From an optimization exercise on the open Yosys and OpenROAD flow, aimed at small area and a short achievable clock period; shortcuts taken in it are not production practice.
Where RTL was checked, it was by simulation tests only, not by an equivalence proof against the original.
Power and IR drop assume default switching activity.

== juniper ==
## rvs192_core
module 	rvs192_core
(
	input 					clk,
							rst_n,
	output	logic	[31:0]	imem_addr,
	input 			[31:0]	imem_rdata,
	input 					imem_stall,
	output	logic	[31:0]	dmem_addr,
							dmem_wdata,
	output	logic	[2:0]	dmem_size,
	output	logic			dmem_read,
							dmem_write,
	input 			[31:0]	dmem_rdata,
	input 					dmem_stall
);
Size in the first run: roughly 1900 cells after synthesis, ~1100 flip-flops, ~170 I/O pins, about 0.028 sq mm of cells after synthesis.
==> flow/config.mk <==
export PLATFORM = sky130hd
export DESIGN_NAME = rvs192_core
export DESIGN_NICKNAME = rvs192_core
export VERILOG_FILES = /design/flow/design.v
export SDC_FILE = /design/flow/constraint.sdc
export NUM_CORES = 4
export LEC_CHECK = 0
export ABC_AREA = 1
export CAP_MARGIN = 20
export CORE_MARGIN = 2
export CORE_UTILIZATION = 70
export CTS_CLUSTER_DIAMETER = 60
export CTS_CLUSTER_SIZE = 25
export PLACE_DENSITY = 0.8
export SLEW_MARGIN = 20
==> flow/constraint.sdc <==
create_clock -name core_clock -period 12.0 [get_ports {clk}]
set_input_delay 2.4000 -clock core_clock [delete_from_list [all_inputs] [get_ports {clk}]]
set_output_delay 2.4000 -clock core_clock [all_outputs]
set_load 0.01 [all_outputs]
standard.sh (not shown) runs the stock make flow with config.mk's settings and CLKGATE_MAP_FILE= SYNTH_SCRIPT=/design/flow/synth_recipe.tcl, a recipe that flattens the netlist after the stock synthesis.
==> flow/flow/run.sh <==
#!/bin/bash
# Standard layout (the standard.sh: standard synthesis, floorplan, power grid,
# placement, CTS, routing) with two changes:
#  - port buffers are buf_2 cells instead of the default delay buffer;
#  - timing repair aims for setup slack of SETUP_MARGIN ns at the design's
#    clock period, so the repair steps work on the paths that set the achieved
#    period (the constraints themselves are unchanged).
set -euo pipefail
SETUP_MARGIN=${SETUP_MARGIN:-8.45}
bash standard.sh "SETUP_SLACK_MARGIN=${SETUP_MARGIN}" \
  "BUFFER_PORTS_ARGS=-buffer_cell sky130_fd_sc_hd__buf_1" \
  finish > make_finish.log 2>&1
juniper finished every stage and its layout cleared the timing, design-rule and antenna checks.
> inputs changed (juniper -> maple)
Settings: clearing ABC_AREA, which used to be 1; swapping 70 for 85 in CORE_UTILIZATION; swapping 0.8 for 0.9 in PLACE_DENSITY.
### Flow results
The higher number of standard cells after synthesis of maple and juniper is in juniper.
Diff maple..juniper | area share of xor/xnor cells in the synthesized design | negligible
On fraction of synthesis flops using an asynchronous set or reset pin, maple tracks juniper almost exactly.
juniper -> maple: total standard cell area after synthesis flat
The sole clean run among maple and juniper is juniper.
In the summary table, maple is marked failed, with error DPL-0033 raised in detailed placement (3_5_place_dp).
> inputs changed (maple -> tundra)
Settings: swapping 0.9 for 0.8 in PLACE_DENSITY; swapping 85 for 70 in CORE_UTILIZATION.
diff --git a/flow/flow/run.sh b/flow/flow/run.sh
--- a/flow/flow/run.sh
+++ b/flow/flow/run.sh
@@ -3,2 +3,2 @@
-# placement, CTS, routing) with two changes:
-#  - port buffers are buf_2 cells instead of the default delay buffer;
+# placement, CTS, routing) with these changes:
+#  - port buffers are buf_1 cells instead of the default delay buffer;
@@ -7 +7,2 @@
-#    period (the constraints themselves are unchanged).
+#    period (the constraints themselves are unchanged);
+#  - clock tree: clustered sinks, clkbuf_8 sink buffers, no dummy loads.
@@ -9,0 +11,3 @@
+CTS="-sink_clustering_enable -repair_clock_nets -sink_clustering_size 20 -sink_clustering_max_diameter 50"
+CTS="$CTS -dont_use_dummy_load -root_buf sky130_fd_sc_hd__clkbuf_16 -sink_clustering_buffer sky130_fd_sc_hd__clkbuf_8"
+CTS="$CTS -buf_list {sky130_fd_sc_hd__clkbuf_8 sky130_fd_sc_hd__clkbuf_16}"
@@ -11,0 +16 @@
+  "CTS_ARGS=${CTS}" \
--- outcome ---
tundra finished every stage and its layout cleared the timing, design-rule and antenna checks. Die span in y for tundra: 10% up relative to maple. Taking maple as the reference, in tundra half-perimeter wire length of the detailed placement result dropped about 37%; post-synthesis simple-gate area fraction barely changed; average cell area after synthesis barely changed. As far as number of synthesized register bits is concerned, maple and tundra perform about the same. Taking tundra as 1.0, maple lands at 0.909 on width of the die.
Setup changes, tundra to fjord
diff --git a/flow/flow/run.sh b/flow/flow/run.sh
--- a/flow/flow/run.sh
+++ b/flow/flow/run.sh
@@ -16 +16 @@
-  "CTS_ARGS=${CTS}" \
+  "CTS_ARGS=${CTS}" "RECOVER_POWER=100" \
Findings:
- The flow for fjord finished, though final verification flagged max-capacitance violations, max-slew violations.
- Count of fill cells added during filler insertion delta for fjord relative to tundra: 86 higher
- Highest fanout seen on the critical path: fjord vs tundra up 41
- The met3 wire length of fjord is higher than that of tundra.
- The setup slack reported for fjord is smaller than that of tundra by 0.27 ns.
- Hold slack: tundra vs fjord — no meaningful difference

Setup of lagoon:
rvs192_core, a different RTL version from the one above (not shown whole).
For scale: roughly 1,600 cells after synthesis, ~1,200 flip-flops, ~170 I/O pins, about 0.028 mm^2 of cells after synthesis.
clock: 12.0 ns
lec_check: 0
cap_margin: 20
core_margin: 2
core_utilization: 40
place_density: 0.6
slew_margin: 20
==> flow/flow/run.sh <==
#!/bin/bash
# Standard layout (the standard.sh: standard synthesis, floorplan, power grid,
# placement, CTS, routing) with two changes:
#  - port buffers are buf_2 cells instead of the default delay buffer;
#  - timing repair aims for setup slack of SETUP_MARGIN ns at the design's
#    clock period, so the repair steps work on the paths that set the achieved
#    period (the constraints themselves are unchanged).
set -euo pipefail
SETUP_MARGIN=${SETUP_MARGIN:-8.5}
bash standard.sh "SETUP_SLACK_MARGIN=${SETUP_MARGIN}" \
  "BUFFER_PORTS_ARGS=-buffer_cell sky130_fd_sc_hd__buf_2" \
  finish > make_finish.log 2>&1
The flow did not stop early for lagoon: all stages ran, and the layout cleared the timing, design-rule and antenna checks.
Here is what was changed in the inputs of raven compared with lagoon.
==> flow/run.sh (new file) <==
#!/bin/bash
# synth_recipe.tcl (not shown) runs the flow's synth.tcl, then flattens the netlist and writes it again
# the make line also repeats each setting of config.mk as NAME=value (left out here)
make -C /OpenROAD-flow-scripts/flow DESIGN_CONFIG=/design/flow/config.mk WORK_HOME=/design/flow/orfs CLKGATE_MAP_FILE= SYNTH_SCRIPT=/design/flow/synth_recipe.tcl finish
removed: flow/flow/run.sh
removed: flow/standard.sh
raven vs. lagoon: final worst setup slack lost 0.43 ns, measured slew at the worst slew-check pin now smaller, relative area change from synthesis to final layout shrank by 1.1 points.
Going from lagoon to raven, fraction of met1 tracks used by global routing shrinks by 0.22 points.
The leakage power summed over all cells number comes out lower for raven vs lagoon.
Taking lagoon as the reference, in raven final routed wirelength across all metal layers lost 480 um; final area fell about 0.9%.
No run of this note included a check of the RTL's function; only the layout flow was run.

Setup of JK:
Another version of the RTL of rvs192_core (not shown whole).
Size in the first run: ~170 I/O pins.
==> flow/config.mk <==
export PLATFORM = sky130hd
export DESIGN_NAME = rvs192_core
export DESIGN_NICKNAME = rvs192_core
export VERILOG_FILES = /design/flow/design.v
export SDC_FILE = /design/flow/constraint.sdc
export NUM_CORES = 4
export LEC_CHECK = 0
export CAP_MARGIN = 20
export CORE_MARGIN = 2
export CORE_UTILIZATION = 70
export CTS_CLUSTER_DIAMETER = 60
export CTS_CLUSTER_SIZE = 25
export PLACE_DENSITY = 0.8
export SLEW_MARGIN = 20
==> flow/constraint.sdc <==
create_clock -name core_clock -period 12.0 [get_ports {clk}]
set_input_delay 2.4000 -clock core_clock [delete_from_list [all_inputs] [get_ports {clk}]]
set_output_delay 2.4000 -clock core_clock [all_outputs]
set_load 0.01 [all_outputs]
==> flow/flow/run.sh <==
#!/bin/bash
# Standard layout (the standard.sh: standard synthesis, floorplan, power grid,
# placement, CTS, routing) with these changes:
#  - port buffers are buf_1 cells instead of the default delay buffer;
#  - timing repair aims for setup slack of SETUP_MARGIN ns at the design's
#    clock period, so the repair steps work on the paths that set the achieved
#    period (the constraints themselves are unchanged);
#  - clock tree: clustered sinks, clkbuf_8 sink buffers, no dummy loads.
set -euo pipefail
SETUP_MARGIN=${SETUP_MARGIN:-8.52}
CTS="-sink_clustering_enable -repair_clock_nets -sink_clustering_size 20 -sink_clustering_max_diameter 50"
CTS="$CTS -dont_use_dummy_load -root_buf sky130_fd_sc_hd__clkbuf_16 -sink_clustering_buffer sky130_fd_sc_hd__clkbuf_8"
CTS="$CTS -buf_list {sky130_fd_sc_hd__clkbuf_8 sky130_fd_sc_hd__clkbuf_16}"
bash standard.sh "SETUP_SLACK_MARGIN=${SETUP_MARGIN}" \
  "BUFFER_PORTS_ARGS=-buffer_cell sky130_fd_sc_hd__buf_1" \
  "CTS_ARGS=${CTS}" "SETUP_MOVE_SEQUENCE=sizeup,swap" \
  finish > make_finish.log 2>&1
JK completed end to end with timing, DRC and antenna clean.
Changes in MS relative to JK:
diff --git a/flow/flow/run.sh b/flow/flow/run.sh
--- a/flow/flow/run.sh
+++ b/flow/flow/run.sh
@@ -9,3 +9,3 @@
 set -euo pipefail
-SETUP_MARGIN=${SETUP_MARGIN:-8.52}
+SETUP_MARGIN=${SETUP_MARGIN:-8.45}
 CTS="-sink_clustering_enable -repair_clock_nets -sink_clustering_size 20 -sink_clustering_max_diameter 50"
@@ -15,3 +15,3 @@
   "BUFFER_PORTS_ARGS=-buffer_cell sky130_fd_sc_hd__buf_1" \
-  "CTS_ARGS=${CTS}" "SETUP_MOVE_SEQUENCE=sizeup,swap" \
+  "CTS_ARGS=${CTS}" \
   finish > make_finish.log 2>&1
--- outcome ---
Taking JK as the reference, in MS worst hold slack has decreased, number of hold violations in the final report has remained practically unchanged, peak fanout along the critical path has decreased. The clock network power share reported for MS is smaller than that of JK by 0.2 points. Reported for MS and JK, well tap count turned out identical to the last digit. MS and JK ended up with nearly the same maximum frequency.
Setup changes, MS to AL
diff --git a/flow/flow/run.sh b/flow/flow/run.sh
--- a/flow/flow/run.sh
+++ b/flow/flow/run.sh
@@ -9,3 +9,3 @@
 set -euo pipefail
-SETUP_MARGIN=${SETUP_MARGIN:-8.45}
+SETUP_MARGIN=${SETUP_MARGIN:-8.35}
 CTS="-sink_clustering_enable -repair_clock_nets -sink_clustering_size 20 -sink_clustering_max_diameter 50"
==> run notes <==
- Between AL and MS, the flip-flop and latch share of the layout cell area figures differ only marginally.
- Going from MS to AL, worst hold margin grows by 0.0037 ns.
- A capturing element of the worst setup path of imem_addr[25] is what MS shows, while imem_addr[3] belongs to AL.
- Comparing AL against MS, there is no change at all in count of max-cap constraint violations.
- Compared AL against MS; clock skew within noise.
- Of AL and MS, the run reporting the higher share of the cycle needed by the critical path after routing was AL.
- Diff AL and MS: slew at the pin closest to its max-slew limit lower in AL
- NOTE: setup slack in AL falls short of that of MS
- The total track usage was comparable across AL and MS.
- Compared to MS, AL reaches a lower achievable clock.
- Between MS and AL, the flow reports wire length decreasing slightly.
Modified inputs, TR compared to AL
Settings: CORE_UTILIZATION: 70 -> 75; PLACE_DENSITY: 0.8 -> 0.85.
diff --git a/flow/flow/run.sh b/flow/flow/run.sh
--- a/flow/flow/run.sh
+++ b/flow/flow/run.sh
@@ -9,3 +9,3 @@
 set -euo pipefail
-SETUP_MARGIN=${SETUP_MARGIN:-8.35}
+SETUP_MARGIN=${SETUP_MARGIN:-8.45}
 CTS="-sink_clustering_enable -repair_clock_nets -sink_clustering_size 20 -sink_clustering_max_diameter 50"
## What came out
TR against AL; fmax is up slightly.
TR vs. AL: wire length went up by 20%.
On TR: power is 0.65% higher than what AL gave.
Changes observed in TR relative to AL: number of placed I/O pins did not really move; worst hold slack after final layout -0.024 ns.

separate check: timing with driven ports:
In the flow no input, the clock included, has a driving cell. The finished layouts below were timed again as built, in two steps. Step 1, drivers: a clkbuf_16 drives clk and a buf_2 each remaining input, both assumed. Step 2 adds t to the input delays and takes it off the output delays; t is the mean of the earliest and latest rising clock arrival at the registers after step 1. Input paths then give back, and output paths get back, about the clock's delay inside the block. a / b / c = no drivers / after step 1 / after step 2; a / b = the first two.
run	shift t [ns]	slack for setup (ns)	worst hold slack (ns)	latest minus earliest clock arrival (ns)
juniper	0.699	8.414 / 8.356 / 8.391	0.314 / 0.314 / 0.314	0.047 / 0.047
tundra	0.599	8.492 / 8.440 / 8.538	0.276 / 0.276 / 0.276	0.079 / 0.078
fjord	0.602	8.225 / 8.255 / 7.653	0.273 / 0.273 / 0.273	0.078 / 0.078
lagoon	0.688	8.281 / 8.230 / 8.668	0.280 / 0.280 / 0.280	0.069 / 0.069
raven	0.699	7.853 / 7.800 / 8.406	0.285 / 0.285 / 0.285	0.047 / 0.046
JK	0.615	8.490 / 8.434 / 8.663	0.289 / 0.289 / 0.289	0.070 / 0.070
MS	0.611	8.486 / 8.430 / 8.703	0.281 / 0.281 / 0.281	0.061 / 0.061
AL	0.609	8.429 / 8.373 / 8.701	0.285 / 0.285 / 0.285	0.059 / 0.059
TR	0.601	8.483 / 8.429 / 8.659	0.261 / 0.261 / 0.261	0.082 / 0.082
For fjord, which loses most, drivers alone change the setup slack by +0.030 ns; drivers and shift together by -0.572 ns.
